Background: an optimization exercise with open tools, aiming at small area. Do not read the settings as production practice.
No functional check of the RTL was part of any run shown here.

**flow/standard.sh**
```bash
#!/bin/bash
# synth_recipe.tcl (not shown) runs the flow's synth.tcl, then flattens the netlist and writes it again
# the make line also repeats each setting of config.mk as NAME=value (left out here)
make -C /OpenROAD-flow-scripts/flow DESIGN_CONFIG=/design/flow/config.mk WORK_HOME=/design/flow/orfs CLKGATE_MAP_FILE= SYNTH_SCRIPT=/design/flow/synth_recipe.tcl "${@:-finish}"
```
**flow/config.mk**
```make
export PLATFORM = sky130hd
export DESIGN_NAME = fast
export DESIGN_NICKNAME = fast
export VERILOG_FILES = /design/flow/design.v
export SDC_FILE = /design/flow/constraint.sdc
export NUM_CORES = 4
export LEC_CHECK = 0
export CAP_MARGIN = 40
export CORE_MARGIN = 2
export CORE_UTILIZATION = 40
export CTS_BUF_LIST = sky130_fd_sc_hd__clkbuf_4
export SLEW_MARGIN = 40
export SYNTH_HIERARCHICAL = 1
export BUFFER_PORTS_ARGS = -buffer_cell sky130_fd_sc_hd__buf_1
```
**flow/constraint.sdc**
```tcl
create_clock -name core_clock -period 12.0 [get_ports {clk}]
set_input_delay 2.4000 -clock core_clock [delete_from_list [all_inputs] [get_ports {clk}]]
set_output_delay 2.4000 -clock core_clock [all_outputs]
set_load 0.01 [all_outputs]
```
**flow/design.v**
```verilog
module fast (
   input bit clk,
   input bit rst_n,
   input logic [391:0] in_data,
   output logic [12:0] out_pixel
);
wire nc0;
wire nc1;
wire nc2;
wire nc3;
wire nc4;
wire nc5;
wire nc6;
wire nc7;
wire x8;
wire k9;
wire s10;
wire c11;
wire s12;
wire c13;
wire s14;
wire c15;
wire s16;
wire c17;
wire s18;
wire c19;
wire s20;
wire c21;
wire s22;
wire c23;
wire a24;
wire p25;
wire d26;
wire d27;
wire d28;
wire d29;
wire d30;
wire d31;
wire d32;
wire x33;
wire k34;
wire s35;
wire c36;
wire s37;
wire c38;
wire s39;
wire c40;
wire s41;
wire c42;
wire s43;
wire c44;
wire s45;
wire c46;
wire s47;
wire c48;
wire a49;
wire p50;
wire d51;
wire d52;
wire d53;
wire d54;
wire d55;
wire d56;
wire d57;
wire x58;
wire k59;
wire s60;
wire c61;
wire s62;
wire c63;
wire s64;
wire c65;
wire s66;
wire c67;
wire s68;
wire c69;
wire s70;
wire c71;
wire s72;
wire c73;
wire a74;
wire p75;
wire d76;
wire d77;
wire d78;
wire d79;
wire d80;
wire d81;
wire d82;
wire x83;
wire k84;
wire s85;
wire c86;
wire s87;
wire c88;
wire s89;
wire c90;
wire s91;
wire c92;
wire s93;
wire c94;
wire s95;
wire c96;
wire s97;
wire c98;
wire a99;
wire p100;
wire d101;
wire d102;
wire d103;
wire d104;
wire d105;
wire d106;
wire d107;
wire x108;
wire k109;
wire s110;
wire c111;
wire s112;
wire c113;
wire s114;
wire c115;
wire s116;
wire c117;
wire s118;
wire c119;
wire s120;
wire c121;
wire s122;
wire c123;
wire a124;
wire p125;
wire d126;
wire d127;
wire d128;
wire d129;
wire d130;
wire d131;
wire d132;
wire x133;
wire k134;
wire s135;
wire c136;
wire s137;
wire c138;
wire s139;
wire c140;
wire s141;
wire c142;
wire s143;
wire c144;
wire s145;
wire c146;
wire s147;
wire c148;
wire a149;
wire p150;
wire d151;
wire d152;
wire d153;
wire d154;
wire d155;
wire d156;
wire d157;
wire x158;
wire k159;
wire s160;
wire c161;
wire s162;
wire c163;
wire s164;
wire c165;
wire s166;
wire c167;
wire s168;
wire c169;
wire s170;
wire c171;
wire s172;
wire c173;
wire a174;
wire p175;
wire d176;
wire d177;
wire d178;
wire d179;
wire d180;
wire d181;
wire d182;
wire x183;
wire k184;
wire s185;
wire c186;
wire s187;
wire c188;
wire s189;
wire c190;
wire s191;
wire c192;
wire s193;
wire c194;
wire s195;
wire c196;
wire s197;
wire c198;
wire a199;
wire p200;
wire d201;
wire d202;
wire d203;
wire d204;
wire d205;
wire d206;
wire d207;
wire x208;
wire k209;
wire s210;
wire c211;
wire s212;
wire c213;
wire s214;
wire c215;
wire s216;
wire c217;
wire s218;
wire c219;
wire s220;
wire c221;
wire s222;
wire c223;
wire a224;
wire p225;
wire d226;
wire d227;
wire d228;
wire d229;
wire d230;
wire d231;
wire d232;
wire x233;
wire k234;
wire s235;
wire c236;
wire s237;
wire c238;
wire s239;
wire c240;
wire s241;
wire c242;
wire s243;
wire c244;
wire s245;
wire c246;
wire s247;
wire c248;
wire a249;
wire p250;
wire d251;
wire d252;
wire d253;
wire d254;
wire d255;
wire d256;
wire d257;
wire x258;
wire k259;
wire s260;
wire c261;
wire s262;
wire c263;
wire s264;
wire c265;
wire s266;
wire c267;
wire s268;
wire c269;
wire s270;
wire c271;
wire s272;
wire c273;
wire a274;
wire p275;
wire d276;
wire d277;
wire d278;
wire d279;
wire d280;
wire d281;
wire d282;
wire x283;
wire k284;
wire s285;
wire c286;
wire s287;
wire c288;
wire s289;
wire c290;
wire s291;
wire c292;
wire s293;
wire c294;
wire s295;
wire c296;
wire s297;
wire c298;
wire a299;
wire p300;
wire d301;
wire d302;
wire d303;
wire d304;
wire d305;
wire d306;
wire d307;
wire x308;
wire k309;
wire s310;
wire c311;
wire s312;
wire c313;
wire s314;
wire c315;
wire s316;
wire c317;
wire s318;
wire c319;
wire s320;
wire c321;
wire s322;
wire c323;
wire a324;
wire p325;
wire d326;
wire d327;
wire d328;
wire d329;
wire d330;
wire d331;
wire d332;
wire x333;
wire k334;
wire s335;
wire c336;
wire s337;
wire c338;
wire s339;
wire c340;
wire s341;
wire c342;
wire s343;
wire c344;
wire s345;
wire c346;
wire s347;
wire c348;
wire a349;
wire p350;
wire d351;
wire d352;
wire d353;
wire d354;
wire d355;
wire d356;
wire d357;
wire x358;
wire k359;
wire s360;
wire c361;
wire s362;
wire c363;
wire s364;
wire c365;
wire s366;
wire c367;
wire s368;
wire c369;
wire s370;
wire c371;
wire s372;
wire c373;
wire a374;
wire p375;
wire d376;
wire d377;
wire d378;
wire d379;
wire d380;
wire d381;
wire d382;
wire x383;
wire k384;
wire s385;
wire c386;
wire s387;
wire c388;
wire s389;
wire c390;
wire s391;
wire c392;
wire s393;
wire c394;
wire s395;
wire c396;
wire s397;
wire c398;
wire a399;
wire p400;
wire d401;
wire d402;
wire d403;
wire d404;
wire d405;
wire d406;
wire d407;
wire s408;
wire c409;
wire s410;
wire c411;
wire s412;
wire c413;
wire s414;
wire c415;
wire s416;
wire c417;
wire s418;
wire c419;
wire s420;
wire c421;
wire s422;
wire c423;
wire s424;
wire c425;
wire s426;
wire c427;
wire s428;
wire c429;
wire s430;
wire c431;
wire s432;
wire c433;
wire s434;
wire c435;
wire s436;
wire c437;
wire s438;
wire c439;
wire s440;
wire c441;
wire s442;
wire c443;
wire s444;
wire c445;
wire s446;
wire c447;
wire s448;
wire c449;
wire s450;
wire c451;
wire s452;
wire c453;
wire s454;
wire c455;
wire s456;
wire c457;
wire s458;
wire c459;
wire s460;
wire c461;
wire s462;
wire c463;
wire s464;
wire c465;
wire s466;
wire c467;
wire s468;
wire c469;
wire s470;
wire c471;
wire s472;
wire c473;
wire s474;
wire c475;
wire s476;
wire c477;
wire s478;
wire c479;
wire s480;
wire c481;
wire s482;
wire c483;
wire s484;
wire c485;
wire s486;
wire c487;
wire s488;
wire c489;
wire s490;
wire c491;
wire s492;
wire c493;
wire s494;
wire c495;
wire s496;
wire c497;
wire s498;
wire c499;
wire s500;
wire c501;
wire s502;
wire c503;
wire s504;
wire c505;
wire s506;
wire c507;
wire s508;
wire c509;
wire s510;
wire c511;
wire s512;
wire c513;
wire s514;
wire c515;
wire s516;
wire c517;
wire s518;
wire c519;
wire s520;
wire c521;
wire s522;
wire c523;
wire s524;
wire c525;
wire s526;
wire c527;
wire s528;
wire c529;
wire s530;
wire c531;
wire s532;
wire c533;
wire s534;
wire c535;
wire s536;
wire c537;
wire s538;
wire c539;
wire s540;
wire c541;
wire s542;
wire c543;
wire s544;
wire c545;
wire s546;
wire c547;
wire s548;
wire c549;
wire s550;
wire c551;
wire s552;
wire c553;
wire s554;
wire c555;
wire s556;
wire c557;
wire s558;
wire c559;
wire s560;
wire c561;
wire s562;
wire c563;
wire s564;
wire c565;
wire s566;
wire c567;
wire s568;
wire c569;
wire s570;
wire c571;
wire s572;
wire c573;
wire s574;
wire c575;
wire s576;
wire c577;
wire s578;
wire c579;
wire s580;
wire c581;
wire s582;
wire c583;
wire s584;
wire c585;
wire s586;
wire c587;
wire s588;
wire c589;
wire s590;
wire c591;
wire s592;
wire c593;
wire s594;
wire c595;
wire s596;
wire c597;
wire s598;
wire c599;
wire s600;
wire c601;
wire s602;
wire c603;
wire s604;
wire c605;
wire s606;
wire c607;
wire s608;
wire c609;
wire s610;
wire c611;
wire s612;
wire c613;
wire s614;
wire c615;
wire s616;
wire c617;
wire s618;
wire c619;
wire s620;
wire c621;
wire s622;
wire c623;
wire s624;
wire c625;
wire s626;
wire c627;
wire s628;
wire c629;
wire s630;
wire c631;
wire s632;
wire c633;
wire s634;
wire c635;
wire s636;
wire c637;
wire s638;
wire c639;
wire s640;
wire c641;
wire s642;
wire c643;
wire s644;
wire c645;
wire s646;
wire c647;
wire s648;
wire c649;
wire s650;
wire c651;
wire s652;
wire c653;
wire s654;
wire c655;
wire s656;
wire c657;
wire s658;
wire c659;
wire s660;
wire c661;
wire s662;
wire c663;
wire s664;
wire c665;
wire s666;
wire c667;
wire s668;
wire c669;
wire s670;
wire c671;
wire s672;
wire c673;
wire s674;
wire c675;
wire s676;
wire c677;
wire s678;
wire c679;
wire s680;
wire c681;
wire s682;
wire c683;
wire s684;
wire c685;
wire s686;
wire c687;
wire s688;
wire c689;
wire s690;
assign nc0 = ~in_data[192];
assign nc1 = ~in_data[193];
assign nc2 = ~in_data[194];
assign nc3 = ~in_data[195];
assign nc4 = ~in_data[196];
assign nc5 = ~in_data[197];
assign nc6 = ~in_data[198];
assign nc7 = ~in_data[199];
assign x8 = in_data[192] ^ in_data[24];
or_cell u_k9 (.a(nc0), .b(in_data[24]), .y(k9));
fa_cell u_s10 (.a(nc1), .b(in_data[25]), .c(k9), .s(s10), .co(c11));
fa_cell u_s12 (.a(nc2), .b(in_data[26]), .c(c11), .s(s12), .co(c13));
fa_cell u_s14 (.a(nc3), .b(in_data[27]), .c(c13), .s(s14), .co(c15));
fa_cell u_s16 (.a(nc4), .b(in_data[28]), .c(c15), .s(s16), .co(c17));
fa_cell u_s18 (.a(nc5), .b(in_data[29]), .c(c17), .s(s18), .co(c19));
fa_cell u_s20 (.a(nc6), .b(in_data[30]), .c(c19), .s(s20), .co(c21));
fa_cell u_s22 (.a(nc7), .b(in_data[31]), .c(c21), .s(s22), .co(c23));
inv_cell u_a24 (.a(c23), .y(a24));
assign p25 = ~(c23 | x8);
assign d26 = s10 ^ a24;
assign d27 = s12 ^ a24;
assign d28 = s14 ^ a24;
assign d29 = s16 ^ a24;
assign d30 = s18 ^ a24;
assign d31 = s20 ^ a24;
assign d32 = s22 ^ a24;
assign x33 = in_data[192] ^ in_data[32];
or_cell u_k34 (.a(nc0), .b(in_data[32]), .y(k34));
fa_cell u_s35 (.a(nc1), .b(in_data[33]), .c(k34), .s(s35), .co(c36));
fa_cell u_s37 (.a(nc2), .b(in_data[34]), .c(c36), .s(s37), .co(c38));
fa_cell u_s39 (.a(nc3), .b(in_data[35]), .c(c38), .s(s39), .co(c40));
fa_cell u_s41 (.a(nc4), .b(in_data[36]), .c(c40), .s(s41), .co(c42));
fa_cell u_s43 (.a(nc5), .b(in_data[37]), .c(c42), .s(s43), .co(c44));
fa_cell u_s45 (.a(nc6), .b(in_data[38]), .c(c44), .s(s45), .co(c46));
fa_cell u_s47 (.a(nc7), .b(in_data[39]), .c(c46), .s(s47), .co(c48));
inv_cell u_a49 (.a(c48), .y(a49));
assign p50 = ~(c48 | x33);
assign d51 = s35 ^ a49;
assign d52 = s37 ^ a49;
assign d53 = s39 ^ a49;
assign d54 = s41 ^ a49;
assign d55 = s43 ^ a49;
assign d56 = s45 ^ a49;
assign d57 = s47 ^ a49;
assign x58 = in_data[192] ^ in_data[96];
or_cell u_k59 (.a(nc0), .b(in_data[96]), .y(k59));
fa_cell u_s60 (.a(nc1), .b(in_data[97]), .c(k59), .s(s60), .co(c61));
fa_cell u_s62 (.a(nc2), .b(in_data[98]), .c(c61), .s(s62), .co(c63));
fa_cell u_s64 (.a(nc3), .b(in_data[99]), .c(c63), .s(s64), .co(c65));
fa_cell u_s66 (.a(nc4), .b(in_data[100]), .c(c65), .s(s66), .co(c67));
fa_cell u_s68 (.a(nc5), .b(in_data[101]), .c(c67), .s(s68), .co(c69));
fa_cell u_s70 (.a(nc6), .b(in_data[102]), .c(c69), .s(s70), .co(c71));
fa_cell u_s72 (.a(nc7), .b(in_data[103]), .c(c71), .s(s72), .co(c73));
inv_cell u_a74 (.a(c73), .y(a74));
assign p75 = ~(c73 | x58);
assign d76 = s60 ^ a74;
assign d77 = s62 ^ a74;
assign d78 = s64 ^ a74;
assign d79 = s66 ^ a74;
assign d80 = s68 ^ a74;
assign d81 = s70 ^ a74;
assign d82 = s72 ^ a74;
assign x83 = in_data[192] ^ in_data[160];
or_cell u_k84 (.a(nc0), .b(in_data[160]), .y(k84));
fa_cell u_s85 (.a(nc1), .b(in_data[161]), .c(k84), .s(s85), .co(c86));
fa_cell u_s87 (.a(nc2), .b(in_data[162]), .c(c86), .s(s87), .co(c88));
fa_cell u_s89 (.a(nc3), .b(in_data[163]), .c(c88), .s(s89), .co(c90));
fa_cell u_s91 (.a(nc4), .b(in_data[164]), .c(c90), .s(s91), .co(c92));
fa_cell u_s93 (.a(nc5), .b(in_data[165]), .c(c92), .s(s93), .co(c94));
fa_cell u_s95 (.a(nc6), .b(in_data[166]), .c(c94), .s(s95), .co(c96));
fa_cell u_s97 (.a(nc7), .b(in_data[167]), .c(c96), .s(s97), .co(c98));
inv_cell u_a99 (.a(c98), .y(a99));
assign p100 = ~(c98 | x83);
assign d101 = s85 ^ a99;
assign d102 = s87 ^ a99;
assign d103 = s89 ^ a99;
assign d104 = s91 ^ a99;
assign d105 = s93 ^ a99;
assign d106 = s95 ^ a99;
assign d107 = s97 ^ a99;
assign x108 = in_data[192] ^ in_data[216];
or_cell u_k109 (.a(nc0), .b(in_data[216]), .y(k109));
fa_cell u_s110 (.a(nc1), .b(in_data[217]), .c(k109), .s(s110), .co(c111));
fa_cell u_s112 (.a(nc2), .b(in_data[218]), .c(c111), .s(s112), .co(c113));
fa_cell u_s114 (.a(nc3), .b(in_data[219]), .c(c113), .s(s114), .co(c115));
fa_cell u_s116 (.a(nc4), .b(in_data[220]), .c(c115), .s(s116), .co(c117));
fa_cell u_s118 (.a(nc5), .b(in_data[221]), .c(c117), .s(s118), .co(c119));
fa_cell u_s120 (.a(nc6), .b(in_data[222]), .c(c119), .s(s120), .co(c121));
fa_cell u_s122 (.a(nc7), .b(in_data[223]), .c(c121), .s(s122), .co(c123));
inv_cell u_a124 (.a(c123), .y(a124));
assign p125 = ~(c123 | x108);
assign d126 = s110 ^ a124;
assign d127 = s112 ^ a124;
assign d128 = s114 ^ a124;
assign d129 = s116 ^ a124;
assign d130 = s118 ^ a124;
assign d131 = s120 ^ a124;
assign d132 = s122 ^ a124;
assign x133 = in_data[192] ^ in_data[272];
or_cell u_k134 (.a(nc0), .b(in_data[272]), .y(k134));
fa_cell u_s135 (.a(nc1), .b(in_data[273]), .c(k134), .s(s135), .co(c136));
fa_cell u_s137 (.a(nc2), .b(in_data[274]), .c(c136), .s(s137), .co(c138));
fa_cell u_s139 (.a(nc3), .b(in_data[275]), .c(c138), .s(s139), .co(c140));
fa_cell u_s141 (.a(nc4), .b(in_data[276]), .c(c140), .s(s141), .co(c142));
fa_cell u_s143 (.a(nc5), .b(in_data[277]), .c(c142), .s(s143), .co(c144));
fa_cell u_s145 (.a(nc6), .b(in_data[278]), .c(c144), .s(s145), .co(c146));
fa_cell u_s147 (.a(nc7), .b(in_data[279]), .c(c146), .s(s147), .co(c148));
inv_cell u_a149 (.a(c148), .y(a149));
assign p150 = ~(c148 | x133);
assign d151 = s135 ^ a149;
assign d152 = s137 ^ a149;
assign d153 = s139 ^ a149;
assign d154 = s141 ^ a149;
assign d155 = s143 ^ a149;
assign d156 = s145 ^ a149;
assign d157 = s147 ^ a149;
assign x158 = in_data[192] ^ in_data[320];
or_cell u_k159 (.a(nc0), .b(in_data[320]), .y(k159));
fa_cell u_s160 (.a(nc1), .b(in_data[321]), .c(k159), .s(s160), .co(c161));
fa_cell u_s162 (.a(nc2), .b(in_data[322]), .c(c161), .s(s162), .co(c163));
fa_cell u_s164 (.a(nc3), .b(in_data[323]), .c(c163), .s(s164), .co(c165));
fa_cell u_s166 (.a(nc4), .b(in_data[324]), .c(c165), .s(s166), .co(c167));
fa_cell u_s168 (.a(nc5), .b(in_data[325]), .c(c167), .s(s168), .co(c169));
fa_cell u_s170 (.a(nc6), .b(in_data[326]), .c(c169), .s(s170), .co(c171));
fa_cell u_s172 (.a(nc7), .b(in_data[327]), .c(c171), .s(s172), .co(c173));
inv_cell u_a174 (.a(c173), .y(a174));
assign p175 = ~(c173 | x158);
assign d176 = s160 ^ a174;
assign d177 = s162 ^ a174;
assign d178 = s164 ^ a174;
assign d179 = s166 ^ a174;
assign d180 = s168 ^ a174;
assign d181 = s170 ^ a174;
assign d182 = s172 ^ a174;
assign x183 = in_data[192] ^ in_data[368];
or_cell u_k184 (.a(nc0), .b(in_data[368]), .y(k184));
fa_cell u_s185 (.a(nc1), .b(in_data[369]), .c(k184), .s(s185), .co(c186));
fa_cell u_s187 (.a(nc2), .b(in_data[370]), .c(c186), .s(s187), .co(c188));
fa_cell u_s189 (.a(nc3), .b(in_data[371]), .c(c188), .s(s189), .co(c190));
fa_cell u_s191 (.a(nc4), .b(in_data[372]), .c(c190), .s(s191), .co(c192));
fa_cell u_s193 (.a(nc5), .b(in_data[373]), .c(c192), .s(s193), .co(c194));
fa_cell u_s195 (.a(nc6), .b(in_data[374]), .c(c194), .s(s195), .co(c196));
fa_cell u_s197 (.a(nc7), .b(in_data[375]), .c(c196), .s(s197), .co(c198));
inv_cell u_a199 (.a(c198), .y(a199));
assign p200 = ~(c198 | x183);
assign d201 = s185 ^ a199;
assign d202 = s187 ^ a199;
assign d203 = s189 ^ a199;
assign d204 = s191 ^ a199;
assign d205 = s193 ^ a199;
assign d206 = s195 ^ a199;
assign d207 = s197 ^ a199;
assign x208 = in_data[192] ^ in_data[360];
or_cell u_k209 (.a(nc0), .b(in_data[360]), .y(k209));
fa_cell u_s210 (.a(nc1), .b(in_data[361]), .c(k209), .s(s210), .co(c211));
fa_cell u_s212 (.a(nc2), .b(in_data[362]), .c(c211), .s(s212), .co(c213));
fa_cell u_s214 (.a(nc3), .b(in_data[363]), .c(c213), .s(s214), .co(c215));
fa_cell u_s216 (.a(nc4), .b(in_data[364]), .c(c215), .s(s216), .co(c217));
fa_cell u_s218 (.a(nc5), .b(in_data[365]), .c(c217), .s(s218), .co(c219));
fa_cell u_s220 (.a(nc6), .b(in_data[366]), .c(c219), .s(s220), .co(c221));
fa_cell u_s222 (.a(nc7), .b(in_data[367]), .c(c221), .s(s222), .co(c223));
inv_cell u_a224 (.a(c223), .y(a224));
assign p225 = ~(c223 | x208);
assign d226 = s210 ^ a224;
assign d227 = s212 ^ a224;
assign d228 = s214 ^ a224;
assign d229 = s216 ^ a224;
assign d230 = s218 ^ a224;
assign d231 = s220 ^ a224;
assign d232 = s222 ^ a224;
assign x233 = in_data[192] ^ in_data[352];
or_cell u_k234 (.a(nc0), .b(in_data[352]), .y(k234));
fa_cell u_s235 (.a(nc1), .b(in_data[353]), .c(k234), .s(s235), .co(c236));
fa_cell u_s237 (.a(nc2), .b(in_data[354]), .c(c236), .s(s237), .co(c238));
fa_cell u_s239 (.a(nc3), .b(in_data[355]), .c(c238), .s(s239), .co(c240));
fa_cell u_s241 (.a(nc4), .b(in_data[356]), .c(c240), .s(s241), .co(c242));
fa_cell u_s243 (.a(nc5), .b(in_data[357]), .c(c242), .s(s243), .co(c244));
fa_cell u_s245 (.a(nc6), .b(in_data[358]), .c(c244), .s(s245), .co(c246));
fa_cell u_s247 (.a(nc7), .b(in_data[359]), .c(c246), .s(s247), .co(c248));
inv_cell u_a249 (.a(c248), .y(a249));
assign p250 = ~(c248 | x233);
assign d251 = s235 ^ a249;
assign d252 = s237 ^ a249;
assign d253 = s239 ^ a249;
assign d254 = s241 ^ a249;
assign d255 = s243 ^ a249;
assign d256 = s245 ^ a249;
assign d257 = s247 ^ a249;
assign x258 = in_data[192] ^ in_data[288];
or_cell u_k259 (.a(nc0), .b(in_data[288]), .y(k259));
fa_cell u_s260 (.a(nc1), .b(in_data[289]), .c(k259), .s(s260), .co(c261));
fa_cell u_s262 (.a(nc2), .b(in_data[290]), .c(c261), .s(s262), .co(c263));
fa_cell u_s264 (.a(nc3), .b(in_data[291]), .c(c263), .s(s264), .co(c265));
fa_cell u_s266 (.a(nc4), .b(in_data[292]), .c(c265), .s(s266), .co(c267));
fa_cell u_s268 (.a(nc5), .b(in_data[293]), .c(c267), .s(s268), .co(c269));
fa_cell u_s270 (.a(nc6), .b(in_data[294]), .c(c269), .s(s270), .co(c271));
fa_cell u_s272 (.a(nc7), .b(in_data[295]), .c(c271), .s(s272), .co(c273));
inv_cell u_a274 (.a(c273), .y(a274));
assign p275 = ~(c273 | x258);
assign d276 = s260 ^ a274;
assign d277 = s262 ^ a274;
assign d278 = s264 ^ a274;
assign d279 = s266 ^ a274;
assign d280 = s268 ^ a274;
assign d281 = s270 ^ a274;
assign d282 = s272 ^ a274;
assign x283 = in_data[192] ^ in_data[224];
or_cell u_k284 (.a(nc0), .b(in_data[224]), .y(k284));
fa_cell u_s285 (.a(nc1), .b(in_data[225]), .c(k284), .s(s285), .co(c286));
fa_cell u_s287 (.a(nc2), .b(in_data[226]), .c(c286), .s(s287), .co(c288));
fa_cell u_s289 (.a(nc3), .b(in_data[227]), .c(c288), .s(s289), .co(c290));
fa_cell u_s291 (.a(nc4), .b(in_data[228]), .c(c290), .s(s291), .co(c292));
fa_cell u_s293 (.a(nc5), .b(in_data[229]), .c(c292), .s(s293), .co(c294));
fa_cell u_s295 (.a(nc6), .b(in_data[230]), .c(c294), .s(s295), .co(c296));
fa_cell u_s297 (.a(nc7), .b(in_data[231]), .c(c296), .s(s297), .co(c298));
inv_cell u_a299 (.a(c298), .y(a299));
assign p300 = ~(c298 | x283);
assign d301 = s285 ^ a299;
assign d302 = s287 ^ a299;
assign d303 = s289 ^ a299;
assign d304 = s291 ^ a299;
assign d305 = s293 ^ a299;
assign d306 = s295 ^ a299;
assign d307 = s297 ^ a299;
assign x308 = in_data[192] ^ in_data[168];
or_cell u_k309 (.a(nc0), .b(in_data[168]), .y(k309));
fa_cell u_s310 (.a(nc1), .b(in_data[169]), .c(k309), .s(s310), .co(c311));
fa_cell u_s312 (.a(nc2), .b(in_data[170]), .c(c311), .s(s312), .co(c313));
fa_cell u_s314 (.a(nc3), .b(in_data[171]), .c(c313), .s(s314), .co(c315));
fa_cell u_s316 (.a(nc4), .b(in_data[172]), .c(c315), .s(s316), .co(c317));
fa_cell u_s318 (.a(nc5), .b(in_data[173]), .c(c317), .s(s318), .co(c319));
fa_cell u_s320 (.a(nc6), .b(in_data[174]), .c(c319), .s(s320), .co(c321));
fa_cell u_s322 (.a(nc7), .b(in_data[175]), .c(c321), .s(s322), .co(c323));
inv_cell u_a324 (.a(c323), .y(a324));
assign p325 = ~(c323 | x308);
assign d326 = s310 ^ a324;
assign d327 = s312 ^ a324;
assign d328 = s314 ^ a324;
assign d329 = s316 ^ a324;
assign d330 = s318 ^ a324;
assign d331 = s320 ^ a324;
assign d332 = s322 ^ a324;
assign x333 = in_data[192] ^ in_data[112];
or_cell u_k334 (.a(nc0), .b(in_data[112]), .y(k334));
fa_cell u_s335 (.a(nc1), .b(in_data[113]), .c(k334), .s(s335), .co(c336));
fa_cell u_s337 (.a(nc2), .b(in_data[114]), .c(c336), .s(s337), .co(c338));
fa_cell u_s339 (.a(nc3), .b(in_data[115]), .c(c338), .s(s339), .co(c340));
fa_cell u_s341 (.a(nc4), .b(in_data[116]), .c(c340), .s(s341), .co(c342));
fa_cell u_s343 (.a(nc5), .b(in_data[117]), .c(c342), .s(s343), .co(c344));
fa_cell u_s345 (.a(nc6), .b(in_data[118]), .c(c344), .s(s345), .co(c346));
fa_cell u_s347 (.a(nc7), .b(in_data[119]), .c(c346), .s(s347), .co(c348));
inv_cell u_a349 (.a(c348), .y(a349));
assign p350 = ~(c348 | x333);
assign d351 = s335 ^ a349;
assign d352 = s337 ^ a349;
assign d353 = s339 ^ a349;
assign d354 = s341 ^ a349;
assign d355 = s343 ^ a349;
assign d356 = s345 ^ a349;
assign d357 = s347 ^ a349;
assign x358 = in_data[192] ^ in_data[64];
or_cell u_k359 (.a(nc0), .b(in_data[64]), .y(k359));
fa_cell u_s360 (.a(nc1), .b(in_data[65]), .c(k359), .s(s360), .co(c361));
fa_cell u_s362 (.a(nc2), .b(in_data[66]), .c(c361), .s(s362), .co(c363));
fa_cell u_s364 (.a(nc3), .b(in_data[67]), .c(c363), .s(s364), .co(c365));
fa_cell u_s366 (.a(nc4), .b(in_data[68]), .c(c365), .s(s366), .co(c367));
fa_cell u_s368 (.a(nc5), .b(in_data[69]), .c(c367), .s(s368), .co(c369));
fa_cell u_s370 (.a(nc6), .b(in_data[70]), .c(c369), .s(s370), .co(c371));
fa_cell u_s372 (.a(nc7), .b(in_data[71]), .c(c371), .s(s372), .co(c373));
inv_cell u_a374 (.a(c373), .y(a374));
assign p375 = ~(c373 | x358);
assign d376 = s360 ^ a374;
assign d377 = s362 ^ a374;
assign d378 = s364 ^ a374;
assign d379 = s366 ^ a374;
assign d380 = s368 ^ a374;
assign d381 = s370 ^ a374;
assign d382 = s372 ^ a374;
assign x383 = in_data[192] ^ in_data[16];
or_cell u_k384 (.a(nc0), .b(in_data[16]), .y(k384));
fa_cell u_s385 (.a(nc1), .b(in_data[17]), .c(k384), .s(s385), .co(c386));
fa_cell u_s387 (.a(nc2), .b(in_data[18]), .c(c386), .s(s387), .co(c388));
fa_cell u_s389 (.a(nc3), .b(in_data[19]), .c(c388), .s(s389), .co(c390));
fa_cell u_s391 (.a(nc4), .b(in_data[20]), .c(c390), .s(s391), .co(c392));
fa_cell u_s393 (.a(nc5), .b(in_data[21]), .c(c392), .s(s393), .co(c394));
fa_cell u_s395 (.a(nc6), .b(in_data[22]), .c(c394), .s(s395), .co(c396));
fa_cell u_s397 (.a(nc7), .b(in_data[23]), .c(c396), .s(s397), .co(c398));
inv_cell u_a399 (.a(c398), .y(a399));
assign p400 = ~(c398 | x383);
assign d401 = s385 ^ a399;
assign d402 = s387 ^ a399;
assign d403 = s389 ^ a399;
assign d404 = s391 ^ a399;
assign d405 = s393 ^ a399;
assign d406 = s395 ^ a399;
assign d407 = s397 ^ a399;
fa_cell u_s408 (.a(x108), .b(x133), .c(x158), .s(s408), .co(c409));
fa_cell u_s410 (.a(x183), .b(x208), .c(x233), .s(s410), .co(c411));
fa_cell u_s412 (.a(x258), .b(x283), .c(x308), .s(s412), .co(c413));
fa_cell u_s414 (.a(x33), .b(x333), .c(x358), .s(s414), .co(c415));
fa_cell u_s416 (.a(x383), .b(x58), .c(x8), .s(s416), .co(c417));
fa_cell u_s418 (.a(x83), .b(s408), .c(s410), .s(s418), .co(c419));
fa_cell u_s420 (.a(s412), .b(s414), .c(s416), .s(s420), .co(c421));
ha_cell u_s422 (.a(s418), .b(s420), .s(s422), .co(c423));
fa_cell u_s424 (.a(c409), .b(c411), .c(c413), .s(s424), .co(c425));
fa_cell u_s426 (.a(c415), .b(c417), .c(c419), .s(s426), .co(c427));
fa_cell u_s428 (.a(c421), .b(s424), .c(c423), .s(s428), .co(c429));
fa_cell u_s430 (.a(s426), .b(s428), .c(p100), .s(s430), .co(c431));
fa_cell u_s432 (.a(p125), .b(p150), .c(p175), .s(s432), .co(c433));
fa_cell u_s434 (.a(p200), .b(p225), .c(p25), .s(s434), .co(c435));
fa_cell u_s436 (.a(p250), .b(p275), .c(p300), .s(s436), .co(c437));
fa_cell u_s438 (.a(p325), .b(p350), .c(p375), .s(s438), .co(c439));
fa_cell u_s440 (.a(p400), .b(p50), .c(p75), .s(s440), .co(c441));
fa_cell u_s442 (.a(d101), .b(d126), .c(d151), .s(s442), .co(c443));
fa_cell u_s444 (.a(d176), .b(d201), .c(d226), .s(s444), .co(c445));
fa_cell u_s446 (.a(d251), .b(d26), .c(d276), .s(s446), .co(c447));
fa_cell u_s448 (.a(d301), .b(d326), .c(d351), .s(s448), .co(c449));
fa_cell u_s450 (.a(d376), .b(d401), .c(d51), .s(s450), .co(c451));
fa_cell u_s452 (.a(d76), .b(s430), .c(s432), .s(s452), .co(c453));
fa_cell u_s454 (.a(s434), .b(s436), .c(s438), .s(s454), .co(c455));
fa_cell u_s456 (.a(s440), .b(s442), .c(s444), .s(s456), .co(c457));
fa_cell u_s458 (.a(s446), .b(s448), .c(s450), .s(s458), .co(c459));
fa_cell u_s460 (.a(s452), .b(s454), .c(s456), .s(s460), .co(c461));
ha_cell u_s462 (.a(s458), .b(s460), .s(s462), .co(c463));
fa_cell u_s464 (.a(c425), .b(c427), .c(c429), .s(s464), .co(c465));
fa_cell u_s466 (.a(s464), .b(d102), .c(d127), .s(s466), .co(c467));
fa_cell u_s468 (.a(d152), .b(d177), .c(d202), .s(s468), .co(c469));
fa_cell u_s470 (.a(d227), .b(d252), .c(d27), .s(s470), .co(c471));
fa_cell u_s472 (.a(d277), .b(d302), .c(d327), .s(s472), .co(c473));
fa_cell u_s474 (.a(d352), .b(d377), .c(d402), .s(s474), .co(c475));
fa_cell u_s476 (.a(d52), .b(d77), .c(c431), .s(s476), .co(c477));
fa_cell u_s478 (.a(c433), .b(c435), .c(c437), .s(s478), .co(c479));
fa_cell u_s480 (.a(c439), .b(c441), .c(c443), .s(s480), .co(c481));
fa_cell u_s482 (.a(c445), .b(c447), .c(c449), .s(s482), .co(c483));
fa_cell u_s484 (.a(c451), .b(s466), .c(s468), .s(s484), .co(c485));
fa_cell u_s486 (.a(s470), .b(s472), .c(s474), .s(s486), .co(c487));
fa_cell u_s488 (.a(c453), .b(c455), .c(s476), .s(s488), .co(c489));
fa_cell u_s490 (.a(s478), .b(c457), .c(c459), .s(s490), .co(c491));
fa_cell u_s492 (.a(s480), .b(s482), .c(s484), .s(s492), .co(c493));
fa_cell u_s494 (.a(s486), .b(s488), .c(c461), .s(s494), .co(c495));
fa_cell u_s496 (.a(s490), .b(s492), .c(c463), .s(s496), .co(c497));
ha_cell u_s498 (.a(s494), .b(s496), .s(s498), .co(c499));
fa_cell u_s500 (.a(c465), .b(d103), .c(d128), .s(s500), .co(c501));
fa_cell u_s502 (.a(d153), .b(d178), .c(d203), .s(s502), .co(c503));
fa_cell u_s504 (.a(d228), .b(d253), .c(d278), .s(s504), .co(c505));
fa_cell u_s506 (.a(d28), .b(d303), .c(d328), .s(s506), .co(c507));
fa_cell u_s508 (.a(d353), .b(d378), .c(d403), .s(s508), .co(c509));
fa_cell u_s510 (.a(d53), .b(d78), .c(c467), .s(s510), .co(c511));
fa_cell u_s512 (.a(c469), .b(c471), .c(c473), .s(s512), .co(c513));
fa_cell u_s514 (.a(c475), .b(s500), .c(s502), .s(s514), .co(c515));
fa_cell u_s516 (.a(s504), .b(s506), .c(s508), .s(s516), .co(c517));
fa_cell u_s518 (.a(c477), .b(c479), .c(c481), .s(s518), .co(c519));
fa_cell u_s520 (.a(c483), .b(c485), .c(c487), .s(s520), .co(c521));
fa_cell u_s522 (.a(s510), .b(s512), .c(s514), .s(s522), .co(c523));
fa_cell u_s524 (.a(s516), .b(c489), .c(c491), .s(s524), .co(c525));
fa_cell u_s526 (.a(s518), .b(c493), .c(s520), .s(s526), .co(c527));
fa_cell u_s528 (.a(s522), .b(c495), .c(s524), .s(s528), .co(c529));
fa_cell u_s530 (.a(s526), .b(c497), .c(s528), .s(s530), .co(c531));
ha_cell u_s532 (.a(c499), .b(s530), .s(s532), .co(c533));
fa_cell u_s534 (.a(d104), .b(d129), .c(d154), .s(s534), .co(c535));
fa_cell u_s536 (.a(d179), .b(d204), .c(d229), .s(s536), .co(c537));
fa_cell u_s538 (.a(d254), .b(d279), .c(d29), .s(s538), .co(c539));
fa_cell u_s540 (.a(d304), .b(d329), .c(d354), .s(s540), .co(c541));
fa_cell u_s542 (.a(d379), .b(d404), .c(d54), .s(s542), .co(c543));
fa_cell u_s544 (.a(d79), .b(c501), .c(c503), .s(s544), .co(c545));
fa_cell u_s546 (.a(c505), .b(c507), .c(c509), .s(s546), .co(c547));
fa_cell u_s548 (.a(s534), .b(s536), .c(s538), .s(s548), .co(c549));
fa_cell u_s550 (.a(s540), .b(s542), .c(c511), .s(s550), .co(c551));
fa_cell u_s552 (.a(c513), .b(c515), .c(c517), .s(s552), .co(c553));
fa_cell u_s554 (.a(s544), .b(s546), .c(s548), .s(s554), .co(c555));
fa_cell u_s556 (.a(c519), .b(c521), .c(s550), .s(s556), .co(c557));
fa_cell u_s558 (.a(c523), .b(s552), .c(s554), .s(s558), .co(c559));
fa_cell u_s560 (.a(c525), .b(c527), .c(s556), .s(s560), .co(c561));
fa_cell u_s562 (.a(s558), .b(c529), .c(s560), .s(s562), .co(c563));
fa_cell u_s564 (.a(c531), .b(s562), .c(c533), .s(s564), .co(c565));
fa_cell u_s566 (.a(d105), .b(d130), .c(d155), .s(s566), .co(c567));
fa_cell u_s568 (.a(d180), .b(d205), .c(d230), .s(s568), .co(c569));
fa_cell u_s570 (.a(d255), .b(d280), .c(d30), .s(s570), .co(c571));
fa_cell u_s572 (.a(d305), .b(d330), .c(d355), .s(s572), .co(c573));
fa_cell u_s574 (.a(d380), .b(d405), .c(d55), .s(s574), .co(c575));
fa_cell u_s576 (.a(d80), .b(c535), .c(c537), .s(s576), .co(c577));
fa_cell u_s578 (.a(c539), .b(c541), .c(c543), .s(s578), .co(c579));
fa_cell u_s580 (.a(s566), .b(s568), .c(s570), .s(s580), .co(c581));
fa_cell u_s582 (.a(s572), .b(s574), .c(c545), .s(s582), .co(c583));
fa_cell u_s584 (.a(c547), .b(c549), .c(s576), .s(s584), .co(c585));
fa_cell u_s586 (.a(s578), .b(s580), .c(c551), .s(s586), .co(c587));
fa_cell u_s588 (.a(c553), .b(s582), .c(c555), .s(s588), .co(c589));
fa_cell u_s590 (.a(s584), .b(c557), .c(s586), .s(s590), .co(c591));
fa_cell u_s592 (.a(c559), .b(s588), .c(c561), .s(s592), .co(c593));
fa_cell u_s594 (.a(s590), .b(c563), .c(s592), .s(s594), .co(c595));
ha_cell u_s596 (.a(s594), .b(c565), .s(s596), .co(c597));
fa_cell u_s598 (.a(d106), .b(d131), .c(d156), .s(s598), .co(c599));
fa_cell u_s600 (.a(d181), .b(d206), .c(d231), .s(s600), .co(c601));
fa_cell u_s602 (.a(d256), .b(d281), .c(d306), .s(s602), .co(c603));
fa_cell u_s604 (.a(d31), .b(d331), .c(d356), .s(s604), .co(c605));
fa_cell u_s606 (.a(d381), .b(d406), .c(d56), .s(s606), .co(c607));
fa_cell u_s608 (.a(d81), .b(c567), .c(c569), .s(s608), .co(c609));
fa_cell u_s610 (.a(c571), .b(c573), .c(c575), .s(s610), .co(c611));
fa_cell u_s612 (.a(s598), .b(s600), .c(s602), .s(s612), .co(c613));
fa_cell u_s614 (.a(s604), .b(s606), .c(c577), .s(s614), .co(c615));
fa_cell u_s616 (.a(c579), .b(c581), .c(s608), .s(s616), .co(c617));
fa_cell u_s618 (.a(s610), .b(s612), .c(c583), .s(s618), .co(c619));
fa_cell u_s620 (.a(c585), .b(s614), .c(s616), .s(s620), .co(c621));
fa_cell u_s622 (.a(c587), .b(s618), .c(c589), .s(s622), .co(c623));
fa_cell u_s624 (.a(s620), .b(c591), .c(s622), .s(s624), .co(c625));
fa_cell u_s626 (.a(c593), .b(s624), .c(c595), .s(s626), .co(c627));
ha_cell u_s628 (.a(s626), .b(c597), .s(s628), .co(c629));
fa_cell u_s630 (.a(d107), .b(d132), .c(d157), .s(s630), .co(c631));
fa_cell u_s632 (.a(d182), .b(d207), .c(d232), .s(s632), .co(c633));
fa_cell u_s634 (.a(d257), .b(d282), .c(d307), .s(s634), .co(c635));
fa_cell u_s636 (.a(d32), .b(d332), .c(d357), .s(s636), .co(c637));
fa_cell u_s638 (.a(d382), .b(d407), .c(d57), .s(s638), .co(c639));
fa_cell u_s640 (.a(d82), .b(c599), .c(c601), .s(s640), .co(c641));
fa_cell u_s642 (.a(c603), .b(c605), .c(c607), .s(s642), .co(c643));
fa_cell u_s644 (.a(s630), .b(s632), .c(s634), .s(s644), .co(c645));
fa_cell u_s646 (.a(s636), .b(s638), .c(c609), .s(s646), .co(c647));
fa_cell u_s648 (.a(c611), .b(c613), .c(s640), .s(s648), .co(c649));
fa_cell u_s650 (.a(s642), .b(s644), .c(c615), .s(s650), .co(c651));
fa_cell u_s652 (.a(c617), .b(s646), .c(s648), .s(s652), .co(c653));
fa_cell u_s654 (.a(c619), .b(s650), .c(c621), .s(s654), .co(c655));
fa_cell u_s656 (.a(s652), .b(c623), .c(s654), .s(s656), .co(c657));
fa_cell u_s658 (.a(c625), .b(s656), .c(c627), .s(s658), .co(c659));
ha_cell u_s660 (.a(c629), .b(s658), .s(s660), .co(c661));
fa_cell u_s662 (.a(c631), .b(c633), .c(c635), .s(s662), .co(c663));
fa_cell u_s664 (.a(c637), .b(c639), .c(c641), .s(s664), .co(c665));
fa_cell u_s666 (.a(c643), .b(c645), .c(s662), .s(s666), .co(c667));
fa_cell u_s668 (.a(c647), .b(c649), .c(s664), .s(s668), .co(c669));
fa_cell u_s670 (.a(s666), .b(c651), .c(c653), .s(s670), .co(c671));
fa_cell u_s672 (.a(s668), .b(c655), .c(s670), .s(s672), .co(c673));
fa_cell u_s674 (.a(c657), .b(s672), .c(c659), .s(s674), .co(c675));
ha_cell u_s676 (.a(c661), .b(s674), .s(s676), .co(c677));
fa_cell u_s678 (.a(c663), .b(c665), .c(c667), .s(s678), .co(c679));
fa_cell u_s680 (.a(c669), .b(s678), .c(c671), .s(s680), .co(c681));
fa_cell u_s682 (.a(c673), .b(s680), .c(c675), .s(s682), .co(c683));
ha_cell u_s684 (.a(c677), .b(s682), .s(s684), .co(c685));
fa_cell u_s686 (.a(c679), .b(c681), .c(c683), .s(s686), .co(c687));
ha_cell u_s688 (.a(c685), .b(s686), .s(s688), .co(c689));
assign s690 = c687 ^ c689;
wire [15:0] B = {c398, c373, c348, c323, c298, c273, c248, c223, c198, c173, c148, c123, c98, c73, c48, c23};
wire [11:0] S = {s690, s688, s684, s676, s660, s628, s596, s564, s532, s498, s462, s422};
wire is_corner;
corner_cell u_corner (.b(B), .y(is_corner));
always_ff @(posedge clk) begin
   if (~rst_n) out_pixel <= '0;
   else        out_pixel <= is_corner ? {1'b0, S} : '0;
end
endmodule
module fa_cell (input a, input b, input c, output s, output co);
assign {co, s} = {1'b0, a} + {1'b0, b} + {1'b0, c};
endmodule
module ha_cell (input a, input b, output s, output co);
assign {co, s} = {1'b0, a} + {1'b0, b};
endmodule
module corner_cell (input [15:0] b, output y);
wire [15:0] a = ~b;
wire [15:0] a2 = b & {b[0], b[15:1]};
wire [15:0] a4 = a2 & {a2[1:0], a2[15:2]};
wire [15:0] a8 = a4 & {a4[3:0], a4[15:4]};
wire [15:0] b2 = a & {a[0], a[15:1]};
wire [15:0] b4 = b2 & {b2[1:0], b2[15:2]};
wire [15:0] b8 = b4 & {b4[3:0], b4[15:4]};
assign y = (|(a8 & {a8[0], a8[15:1]})) | (|(b8 & {b8[0], b8[15:1]}));
endmodule
module inv_cell (input a, output y);
assign y = ~a;
endmodule
module or_cell (input a, input b, output y);
assign y = a | b;
endmodule
```
**flow/flow/run.sh**
```bash
#!/bin/bash
set -euo pipefail
cat >> config.mk <<'EOT'
export BUFFER_PORTS_ARGS = -buffer_cell sky130_fd_sc_hd__buf_1
EOT
bash standard.sh > flow_make.log 2>&1
```
==> results of run 1 <==
-- cell families after synthesis --
family	after synthesis	synth area share, %
xor gates and xnor gates	129	15.9
other	1	0.0528
buffers and inverters	45	3.05
AOI/OAI and AO/OA	24	2.38
DFF	12	3.38
adders and majority gates	253	70.3
and+or+nand+nor	66	4.95
-- Yosys stat by module, one instance, submodules excluded --
module,flip-flops and latches,cell area (um^2),cells inside
corner_cell,0,285,46
or_cell,0,6.26,1
ha_cell,0,12.5,1
inv_cell,0,3.75,1
fast,12,1670,199
fa_cell,0,20.0,1
-- path summary, 6_finish.rpt --
kind,to,slack [ns]
min,out_pixel[1],2.55
max,out_pixel[11],0.24
-- metrics by stage --
stage	std cells	setup WS, ns	setup TNS (ns)
after floorplan	530	0.168	0
after global placement	923	-0.124	-0.173
after detailed placement	923	-0.248	-0.413
after CTS	926	0.0556	0
after global routing	926	0.00147	0
final	926	0.243	0
-- layout by cell type (no fill, tap or decap) --
cell type / count
sky130_fd_sc_hd__fa_1: 230
sky130_fd_sc_hd__buf_1: 149
sky130_fd_sc_hd__xor2_1: 119
sky130_fd_sc_hd__buf_4: 38
sky130_fd_sc_hd__nor2_1: 22
sky130_fd_sc_hd__or2_1: 16
sky130_fd_sc_hd__inv_2: 14
sky130_fd_sc_hd__fa_2: 13
sky130_fd_sc_hd__and3_1: 12
sky130_fd_sc_hd__dfxtp_1: 12
sky130_fd_sc_hd__inv_1: 10
sky130_fd_sc_hd__xor2_2: 10
sky130_fd_sc_hd__ha_1: 10
sky130_fd_sc_hd__a21oi_1: 9
sky130_fd_sc_hd__nand4_1: 4
sky130_fd_sc_hd__nand2_1: 3
sky130_fd_sc_hd__clkbuf_4: 3
sky130_fd_sc_hd__nand3_1: 2
sky130_fd_sc_hd__nor4_1: 2
sky130_fd_sc_hd__o211ai_1: 2
sky130_fd_sc_hd__and4_1: 2
sky130_fd_sc_hd__o22ai_1: 2
sky130_fd_sc_hd__o211a_1: 2
sky130_fd_sc_hd__buf_12: 2
sky130_fd_sc_hd__nor2_2: 1
sky130_fd_sc_hd__conb_1: 1
sky130_fd_sc_hd__nor3_1: 1
sky130_fd_sc_hd__o21ai_0: 1
sky130_fd_sc_hd__a2111oi_2: 1
sky130_fd_sc_hd__o32ai_1: 1
sky130_fd_sc_hd__a311oi_1: 1
sky130_fd_sc_hd__nand4b_1: 1
sky130_fd_sc_hd__o31ai_1: 1
sky130_fd_sc_hd__o21bai_1: 1
sky130_fd_sc_hd__o221ai_1: 1
sky130_fd_sc_hd__a31oi_1: 1
sky130_fd_sc_hd__o2111ai_2: 1
-- layout make-up --
class / instances / area (um^2)
repair buffers: 189 / 885
well taps: 225 / 282
inverters: 24 / 90.1
flip-flops and latches: 12 / 240
clock buffers: 3 / 22.5
fillers: 1616 / 9020
multi-input cells: 473 / 6760
-- per-layer routing --
| layer | up-vias | global-route usage (%) |
|---|---|---|
| li1 | 1964 | - |
| met1 | 2399 | 33.7 |
| met2 | 203 | 37.6 |
| met3 | 24 | 3.64 |
| met4 | 0 | 3.49 |
| met5 | - | 0 |
-- timing repair --
| action | 4_1_cts | 5_1_grt |
|---|---|---|
| endpoints found under the setup margin | 0 | 2 |
| resized for setup | 0 | 34 |
| hold endpoints to repair | 0 | 0 |
-- worst max-delay path, delay by kind of cell --
| kind | cells | cell delay, ns |
|---|---|---|
| adders and majority gates | 20 | 8.31 |
| buffers and inverters | 3 | 0.44 |
| and+or+nand+nor | 2 | 0.41 |
| xor gates and xnor gates | 2 | 0.38 |
==> impl_metrics.env, run 1 <==
export IMPL_worst_ep_arrival_time_ns=11.92
export IMPL_post_dp_cell_area_mm2=0.00814
export IMPL_max_cap_viol_count=0
export IMPL_worstHoldPathType="input pin to flip-flop"
export IMPL_met3WireLength_um=1410
export IMPL_finish_instance_area_mm2=0.00828
export IMPL_synth_enable_flop_cells=0
export IMPL_holdPathStages=2
export IMPL_die_w_um=137
export IMPL_first_iter_violations=176
export IMPL_cts_setup_buffers=0
export IMPL_synth_commonest_cells="sky130_fd_sc_hd__fa_1, sky130_fd_sc_hd__xor2_1, sky130_fd_sc_hd__inv_1"
export IMPL_detailed_place_hpwl_um=19000
export IMPL_timing_critical_path_slowest_cell_delay_ns=0.55
export IMPL_tightest_slew_ns=0.661
export IMPL_viasPerCell=4.96
export IMPL_timing_hold_ws_ns=2.55
export IMPL_synth_async_sr_flop_share_pct=0
export IMPL_synthesis_area_per_instance_um2=13.4
export IMPL_dieArea_mm2=0.0188
export IMPL_fp_row_count=48
export IMPL_gr_total_overflow=0
export IMPL_grt_pass1_vias=5594
export IMPL_max_fclk_mhz=85.1
export IMPL_clock_root_buffer="sky130_fd_sc_hd__clkbuf_4"
export IMPL_final_period_utilization_pct=98.0
export IMPL_cts_path_max_buffers=2
export IMPL_h_tree_depth=1
export IMPL_route_final_wire_length_um=20200
export IMPL_cp_max_fo=7
export IMPL_buffer_ports_inserted=149
export IMPL_syn_inst=530
export IMPL_status="finished clean"
export IMPL_via_count=4590
export IMPL_yosysMostFrequentCell="sky130_fd_sc_hd__fa_1"
export IMPL_max_flop_register="out_pixel"
export IMPL_met2WireLength_um=9770
export IMPL_globalplace_congestion=0.959
export IMPL_drtAntennaViolNets=0
export IMPL_timing_critical_path_from="in_data[192]"
export IMPL_clk_pin_slew_worst_paths_ns=0.07
export IMPL_rsz0062_at_grt="false"
export IMPL_die_y_um=137
export IMPL_synth_net_count=1177
export IMPL_core_area_mm2=0.0173
export IMPL_ys_ff_latch=12
export IMPL_worst_setup_path_type="input pin to flip-flop"
export IMPL_synth_area_leader_cell="sky130_fd_sc_hd__fa_1"
export IMPL_syn_area_mm2=0.00710
export IMPL_route_detailed_drc=0
export IMPL_synth_warnings=7
export IMPL_slew_limit_headroom_pct=55.9
export IMPL_cpMostUsedCell="sky130_fd_sc_hd__fa_1"
export IMPL_post_synth_top_area_fraction_pct=68.5
export IMPL_final_layout_size_suffix_gt1_share_pct=11.8
export IMPL_drt_wirelength_per_cell_um=21.8
export IMPL_crit_required_ns=12.16
export IMPL_grt_max_degree=17
export IMPL_final_period_minus_worst_setup_slack_ns=11.76
export IMPL_cts_hold_buf=0
export IMPL_timing_final_setup_violations=0
export IMPL_detail_route_wirelength_met1_um=8640
export IMPL_tritoncts_clock_tree="yes"
export IMPL_first_pass_grt_wire_length_um=31400
export IMPL_synth_area_top_cells="sky130_fd_sc_hd__fa_1, sky130_fd_sc_hd__xor2_1, sky130_fd_sc_hd__dfxtp_1"
export IMPL_number_of_flip_flops_under_the_largest_register_name=12
export IMPL_synth_yosys_seq_area_share_pct=3.38
export IMPL_top_regs="out_pixel: 12 flops"
export IMPL_antenna_diode_count=0
export IMPL_area_delta_synth_final_pct=16.6
export IMPL_hp_start="rst_n"
export IMPL_final_util_pct=47.9
export IMPL_highest_signal_layer="met4"
export IMPL_cts_inserted_buffers=3
export IMPL_total_count_of_max_transition_violations_in_the_final_report=0
export IMPL_hold_viol_final=0
export IMPL_worst_path_max_delay_cell="sky130_fd_sc_hd__fa_1"
export IMPL_gr_usage_all_layers_pct=23.1
export IMPL_worstSetupStartpointType="input pin"
export IMPL_critPathCaptureType="flip-flop"
export IMPL_io_pin_count=407
export IMPL_cts_num_sinks=12
export IMPL_netlist_cell_type_count=34
export IMPL_initial_utilization_pct=41.1
export IMPL_finalNetCount=1350
export IMPL_number_of_antenna_violations_at_the_first_check_in_global_routing=2
export IMPL_synth_main_ff_cell="sky130_fd_sc_hd__dfxtp_1"
export IMPL_drt_pass1_iterations=4
==> inputs of run 2 (changes only) <==
--- a/flow/design.v
+++ b/flow/design.v
@@ -714,3 +714,3 @@
 fa_cell u_s22 (.a(nc7), .b(in_data[31]), .c(c21), .s(s22), .co(c23));
-inv_cell u_a24 (.a(c23), .y(a24));
+assign a24 = ~c23;
 assign p25 = ~(c23 | x8);
@@ -732,3 +732,3 @@
 fa_cell u_s47 (.a(nc7), .b(in_data[39]), .c(c46), .s(s47), .co(c48));
-inv_cell u_a49 (.a(c48), .y(a49));
+assign a49 = ~c48;
 assign p50 = ~(c48 | x33);
@@ -750,3 +750,3 @@
 fa_cell u_s72 (.a(nc7), .b(in_data[103]), .c(c71), .s(s72), .co(c73));
-inv_cell u_a74 (.a(c73), .y(a74));
+assign a74 = ~c73;
 assign p75 = ~(c73 | x58);
@@ -768,3 +768,3 @@
 fa_cell u_s97 (.a(nc7), .b(in_data[167]), .c(c96), .s(s97), .co(c98));
-inv_cell u_a99 (.a(c98), .y(a99));
+assign a99 = ~c98;
 assign p100 = ~(c98 | x83);
@@ -786,3 +786,3 @@
 fa_cell u_s122 (.a(nc7), .b(in_data[223]), .c(c121), .s(s122), .co(c123));
-inv_cell u_a124 (.a(c123), .y(a124));
+assign a124 = ~c123;
 assign p125 = ~(c123 | x108);
@@ -804,3 +804,3 @@
 fa_cell u_s147 (.a(nc7), .b(in_data[279]), .c(c146), .s(s147), .co(c148));
-inv_cell u_a149 (.a(c148), .y(a149));
+assign a149 = ~c148;
 assign p150 = ~(c148 | x133);
@@ -822,3 +822,3 @@
 fa_cell u_s172 (.a(nc7), .b(in_data[327]), .c(c171), .s(s172), .co(c173));
-inv_cell u_a174 (.a(c173), .y(a174));
+assign a174 = ~c173;
 assign p175 = ~(c173 | x158);
@@ -840,3 +840,3 @@
 fa_cell u_s197 (.a(nc7), .b(in_data[375]), .c(c196), .s(s197), .co(c198));
-inv_cell u_a199 (.a(c198), .y(a199));
+assign a199 = ~c198;
 assign p200 = ~(c198 | x183);
@@ -858,3 +858,3 @@
 fa_cell u_s222 (.a(nc7), .b(in_data[367]), .c(c221), .s(s222), .co(c223));
-inv_cell u_a224 (.a(c223), .y(a224));
+assign a224 = ~c223;
 assign p225 = ~(c223 | x208);
@@ -876,3 +876,3 @@
 fa_cell u_s247 (.a(nc7), .b(in_data[359]), .c(c246), .s(s247), .co(c248));
-inv_cell u_a249 (.a(c248), .y(a249));
+assign a249 = ~c248;
 assign p250 = ~(c248 | x233);
@@ -894,3 +894,3 @@
 fa_cell u_s272 (.a(nc7), .b(in_data[295]), .c(c271), .s(s272), .co(c273));
-inv_cell u_a274 (.a(c273), .y(a274));
+assign a274 = ~c273;
 assign p275 = ~(c273 | x258);
@@ -912,3 +912,3 @@
 fa_cell u_s297 (.a(nc7), .b(in_data[231]), .c(c296), .s(s297), .co(c298));
-inv_cell u_a299 (.a(c298), .y(a299));
+assign a299 = ~c298;
 assign p300 = ~(c298 | x283);
@@ -930,3 +930,3 @@
 fa_cell u_s322 (.a(nc7), .b(in_data[175]), .c(c321), .s(s322), .co(c323));
-inv_cell u_a324 (.a(c323), .y(a324));
+assign a324 = ~c323;
 assign p325 = ~(c323 | x308);
@@ -948,3 +948,3 @@
 fa_cell u_s347 (.a(nc7), .b(in_data[119]), .c(c346), .s(s347), .co(c348));
-inv_cell u_a349 (.a(c348), .y(a349));
+assign a349 = ~c348;
 assign p350 = ~(c348 | x333);
@@ -966,3 +966,3 @@
 fa_cell u_s372 (.a(nc7), .b(in_data[71]), .c(c371), .s(s372), .co(c373));
-inv_cell u_a374 (.a(c373), .y(a374));
+assign a374 = ~c373;
 assign p375 = ~(c373 | x358);
@@ -984,3 +984,3 @@
 fa_cell u_s397 (.a(nc7), .b(in_data[23]), .c(c396), .s(s397), .co(c398));
-inv_cell u_a399 (.a(c398), .y(a399));
+assign a399 = ~c398;
 assign p400 = ~(c398 | x383);
@@ -1036,4 +1036,4 @@
 fa_cell u_s492 (.a(s480), .b(s482), .c(s484), .s(s492), .co(c493));
-fa_cell u_s494 (.a(s486), .b(s488), .c(c461), .s(s494), .co(c495));
-fa_cell u_s496 (.a(s490), .b(s492), .c(c463), .s(s496), .co(c497));
+fa_cell u_s494 (.a(s486), .b(s488), .c(s490), .s(s494), .co(c495));
+fa_cell u_s496 (.a(c461), .b(s492), .c(c463), .s(s496), .co(c497));
 ha_cell u_s498 (.a(s494), .b(s496), .s(s498), .co(c499));
@@ -1052,3 +1052,3 @@
 fa_cell u_s524 (.a(s516), .b(c489), .c(c491), .s(s524), .co(c525));
-fa_cell u_s526 (.a(s518), .b(c493), .c(s520), .s(s526), .co(c527));
+fa_cell u_s526 (.a(s518), .b(s520), .c(c493), .s(s526), .co(c527));
 fa_cell u_s528 (.a(s522), .b(c495), .c(s524), .s(s528), .co(c529));
@@ -1068,4 +1068,4 @@
 fa_cell u_s556 (.a(c519), .b(c521), .c(s550), .s(s556), .co(c557));
-fa_cell u_s558 (.a(c523), .b(s552), .c(s554), .s(s558), .co(c559));
-fa_cell u_s560 (.a(c525), .b(c527), .c(s556), .s(s560), .co(c561));
+fa_cell u_s558 (.a(s552), .b(c523), .c(s554), .s(s558), .co(c559));
+fa_cell u_s560 (.a(c525), .b(s556), .c(c527), .s(s560), .co(c561));
 fa_cell u_s562 (.a(s558), .b(c529), .c(s560), .s(s562), .co(c563));
@@ -1083,6 +1083,6 @@
 fa_cell u_s586 (.a(s578), .b(s580), .c(c551), .s(s586), .co(c587));
-fa_cell u_s588 (.a(c553), .b(s582), .c(c555), .s(s588), .co(c589));
-fa_cell u_s590 (.a(s584), .b(c557), .c(s586), .s(s590), .co(c591));
-fa_cell u_s592 (.a(c559), .b(s588), .c(c561), .s(s592), .co(c593));
-fa_cell u_s594 (.a(s590), .b(c563), .c(s592), .s(s594), .co(c595));
+fa_cell u_s588 (.a(c553), .b(s582), .c(s584), .s(s588), .co(c589));
+fa_cell u_s590 (.a(c555), .b(c557), .c(s586), .s(s590), .co(c591));
+fa_cell u_s592 (.a(s588), .b(c559), .c(s590), .s(s592), .co(c593));
+fa_cell u_s594 (.a(c561), .b(s592), .c(c563), .s(s594), .co(c595));
 ha_cell u_s596 (.a(s594), .b(c565), .s(s596), .co(c597));
@@ -1103,3 +1103,3 @@
 fa_cell u_s626 (.a(c593), .b(s624), .c(c595), .s(s626), .co(c627));
-ha_cell u_s628 (.a(s626), .b(c597), .s(s628), .co(c629));
+ha_cell u_s628 (.a(c597), .b(s626), .s(s628), .co(c629));
 fa_cell u_s630 (.a(d107), .b(d132), .c(d157), .s(s630), .co(c631));
@@ -1135,6 +1135,9 @@
 assign s690 = c687 ^ c689;
-wire [15:0] B = {c398, c373, c348, c323, c298, c273, c248, c223, c198, c173, c148, c123, c98, c73, c48, c23};
+wire [15:0] A = {a399, a374, a349, a324, a299, a274, a249, a224, a199, a174, a149, a124, a99, a74, a49, a24};
 wire [11:0] S = {s690, s688, s684, s676, s660, s628, s596, s564, s532, s498, s462, s422};
-wire is_corner;
-corner_cell u_corner (.b(B), .y(is_corner));
+wire [15:0] e = ~(A ^ {A[0], A[15:1]});            
+wire [15:0] q2 = e & {e[0], e[15:1]};                
+wire [15:0] q4 = q2 & {q2[1:0], q2[15:2]};           
+wire [15:0] q8 = q4 & {q4[3:0], q4[15:4]};           
+wire is_corner = |q8;
 always_ff @(posedge clk) begin
@@ -1150,15 +1153,2 @@
 endmodule
-module corner_cell (input [15:0] b, output y);
-wire [15:0] a = ~b;
-wire [15:0] a2 = b & {b[0], b[15:1]};
-wire [15:0] a4 = a2 & {a2[1:0], a2[15:2]};
-wire [15:0] a8 = a4 & {a4[3:0], a4[15:4]};
-wire [15:0] b2 = a & {a[0], a[15:1]};
-wire [15:0] b4 = b2 & {b2[1:0], b2[15:2]};
-wire [15:0] b8 = b4 & {b4[3:0], b4[15:4]};
-assign y = (|(a8 & {a8[0], a8[15:1]})) | (|(b8 & {b8[0], b8[15:1]}));
-endmodule
-module inv_cell (input a, output y);
-assign y = ~a;
-endmodule
 module or_cell (input a, input b, output y);
==> flow/run.sh (new file) <==
#!/bin/bash
# synth_recipe.tcl (not shown) runs the flow's synth.tcl, then flattens the netlist and writes it again
# the make line also repeats each setting of config.mk as NAME=value (left out here)
make -C /OpenROAD-flow-scripts/flow DESIGN_CONFIG=/design/flow/config.mk WORK_HOME=/design/flow/orfs CLKGATE_MAP_FILE= SYNTH_SCRIPT=/design/flow/synth_recipe.tcl finish
==> flow/config.mk (replaced) <==
export PLATFORM = sky130hd
export DESIGN_NAME = fast
export DESIGN_NICKNAME = fast
export VERILOG_FILES = /design/flow/design.v
export SDC_FILE = /design/flow/constraint.sdc
export NUM_CORES = 4
export LEC_CHECK = 0
export CAP_MARGIN = 20
export CORE_MARGIN = 2
export CORE_UTILIZATION = 40
export SLEW_MARGIN = 20
export SYNTH_HIERARCHICAL = 1
removed: flow/flow/run.sh
removed: flow/standard.sh
==> run 2 against run 1 <==
Net effect: still clean; flip-flop and latch count did not move; hold slack better by 0.51 ns; non-clock buffer count is 28 higher; via count up 5.7%; setup slack better by 0.021 ns; highest routed layer unchanged.
==> impl_metrics.env, run 2 <==
export IMPL_critPathCaptureType="flip-flop"
export IMPL_initial_utilization_pct=40.5
export IMPL_status="finished clean"
export IMPL_cts_hold_buf=0
export IMPL_synth_area_leader_cell="sky130_fd_sc_hd__fa_1"
export IMPL_layout_commonest_cell="sky130_fd_sc_hd__fa_1"
export IMPL_via_count=4852
export IMPL_synth_main_ff_cell="sky130_fd_sc_hd__dfxtp_1"
export IMPL_cts_inserted_buffers=3
export IMPL_ys_ff_latch=12
export IMPL_max_cap_viol_count=0
export IMPL_drt_wirelength_per_cell_um=22.9
export IMPL_final_util_pct=57.3
export IMPL_worstSetupStartpointType="input pin"
export IMPL_core_area_mm2=0.0179
export IMPL_worstHoldPathType="input pin to flip-flop"
export IMPL_die_y_um=139
export IMPL_syn_inst=550
export IMPL_route_detailed_drc=0
export IMPL_tightest_slew_ns=0.980
export IMPL_cp_max_fo=5
export IMPL_syn_area_mm2=0.00726
export IMPL_final_cell_mix="sky130_fd_sc_hd__fa_1, sky130_fd_sc_hd__clkdlybuf4s50_1, sky130_fd_sc_hd__fa_2"
export IMPL_hold_viol_final=0
export IMPL_drtAntennaViolNets=0
export IMPL_detailed_place_hpwl_um=20100
export IMPL_final_layout_size_suffix_gt1_share_pct=29.0
export IMPL_worst_ep_arrival_time_ns=11.91
export IMPL_slew_limit_headroom_pct=34.7
export IMPL_synth_enable_flop_cells=0
export IMPL_gr_usage_all_layers_pct=24.0
## run 2: cell types whose count changed in the layout (fill, tap and decap cells not counted), sizes merged, moves of 15 or more
cell,previous run,this run
inv,24,9
clkdlybuf4s50,0,148
xor2,129,21
buf,189,68
nand2,3,18
xnor2,0,113
## run 2: how the worst max path moves through the flow
stage                       startpoint       endpoint  cells past startpoint
final                     in_data[193]  out_pixel[11]                     27
after floorplan           in_data[192]  out_pixel[11]                     29
after CTS                 in_data[192]  out_pixel[11]                     28
after detailed placement  in_data[192]  out_pixel[11]                     28
after global placement    in_data[192]  out_pixel[11]                     28
after global routing      in_data[193]  out_pixel[11]                     27
## run 2: through the flow
| step | worst slack (ns) | hold slack, ns | area, um^2 |
|---|---|---|---|
| 2_1_floorplan | 0.00968 | 2.52 | 7260 |
| 3_3_place_gp | -0.658 | 3.15 | 9320 |
| 3_5_place_dp | -0.686 | 3.15 | 9320 |
| 4_1_cts | 0.000296 | 3.07 | 9630 |
| 5_1_grt | -0.0403 | 3.14 | 10300 |
| 6_report | 0.264 | 3.07 | 10300 |
## run 2: what timing repair did
item / in CTS / in global routing
pin swaps: 18 / 39
gates resized for setup: 61 / 107
buffers inserted: 0 / 18
endpoints found under the setup margin: 3 / 2
## run 2: kinds of logic (layout without fill, tap and decap cells)
group / Yosys count / after routing / share of synthesized area, %
simple gates: 80 / 80 / 5.69
xor+xnor: 134 / 134 / 16.2
compound gates: 33 / 33 / 3.10
other cells: 1 / 1 / 0.0517
mux: 3 / 3 / 0.586
buf+inv: 34 / 230 / 2.31
flops: 12 / 12 / 3.31
fa+ha+maj: 253 / 253 / 68.8
## run 2: worst max-delay path: stages
cell and delay (ns):
sky130_fd_sc_hd__clkdlybuf4s50_1 0.45, sky130_fd_sc_hd__inv_1 0.06, sky130_fd_sc_hd__buf_4 0.17, sky130_fd_sc_hd__fa_1 0.46, sky130_fd_sc_hd__fa_1 0.40, sky130_fd_sc_hd__fa_1 0.40
sky130_fd_sc_hd__fa_1 0.40, sky130_fd_sc_hd__fa_1 0.40, sky130_fd_sc_hd__fa_2 0.36, sky130_fd_sc_hd__fa_2 0.49, sky130_fd_sc_hd__xnor2_2 0.18, sky130_fd_sc_hd__fa_1 0.58
sky130_fd_sc_hd__fa_2 0.46, sky130_fd_sc_hd__fa_1 0.39, sky130_fd_sc_hd__fa_1 0.40, sky130_fd_sc_hd__fa_1 0.47, sky130_fd_sc_hd__fa_1 0.40, sky130_fd_sc_hd__fa_1 0.39
sky130_fd_sc_hd__fa_1 0.38, sky130_fd_sc_hd__fa_1 0.39, sky130_fd_sc_hd__fa_1 0.39, sky130_fd_sc_hd__fa_1 0.39, sky130_fd_sc_hd__fa_1 0.44, sky130_fd_sc_hd__ha_1 0.20
sky130_fd_sc_hd__xor2_1 0.17, sky130_fd_sc_hd__nand2_1 0.09, sky130_fd_sc_hd__a31oi_2 0.20
## run 2: layout make-up
cell class / count / area (um^2)
fill: 1464 / 7640
sequential: 12 / 240
tap: 229 / 287
clock buffer: 4 / 88.8
multi-input combinational: 504 / 7420
timing repair buffer: 217 / 2190
inverter: 9 / 36.3
## run 2: Yosys stat by module (local to each module, per instance)
module / copies in the design / cells inside / flip-flops and latches
fast: 1 / 281 / 12
fa_cell: 243 / 1 / 0
or_cell: 16 / 1 / 0
ha_cell: 10 / 1 / 0
## run 2: routing by layer
layer	vias up	track usage (%)	part of all wire [%]
met5	-	0	0
met3	15	2.42	4.8
met2	175	41.6	52
met1	2528	33.5	42
li1	2134	-	-
met4	0	4.47	1.3

## port drivers added, routing unchanged
The flow's constraints put no driver on any port. The routed layouts listed below were extracted and timed again, unchanged, in two steps. Step 1: set_driving_cell puts a clkbuf_16 on clk and a buf_2 on each other input, an assumption about the parent block. Step 2 moves the port delays by t, midway between the first and last clock arrival at a register: inputs arrive t later, outputs are due t later. That takes back most of the time a late clock gives input paths. a / b / c = ideal ports / drivers / drivers and shift; a / b = the first two.
run	t (ns)	setup slack, ns	clock arrival spread, ns	worst slew at a driven data input, ns	cell pins on the clock port's net
run 1	0.290	0.243 / 0.231 / -0.059	0.009 / 0.009	0.04	1
run 2	0.284	0.264 / 0.267 / -0.017	0.010 / 0.010	0.05	1
Met with ideal ports but missed after step 2: setup timing in run 1 and run 2. The setup slack of run 1, which loses most, moves by -0.012 ns with the drivers and by -0.302 ns with both steps.
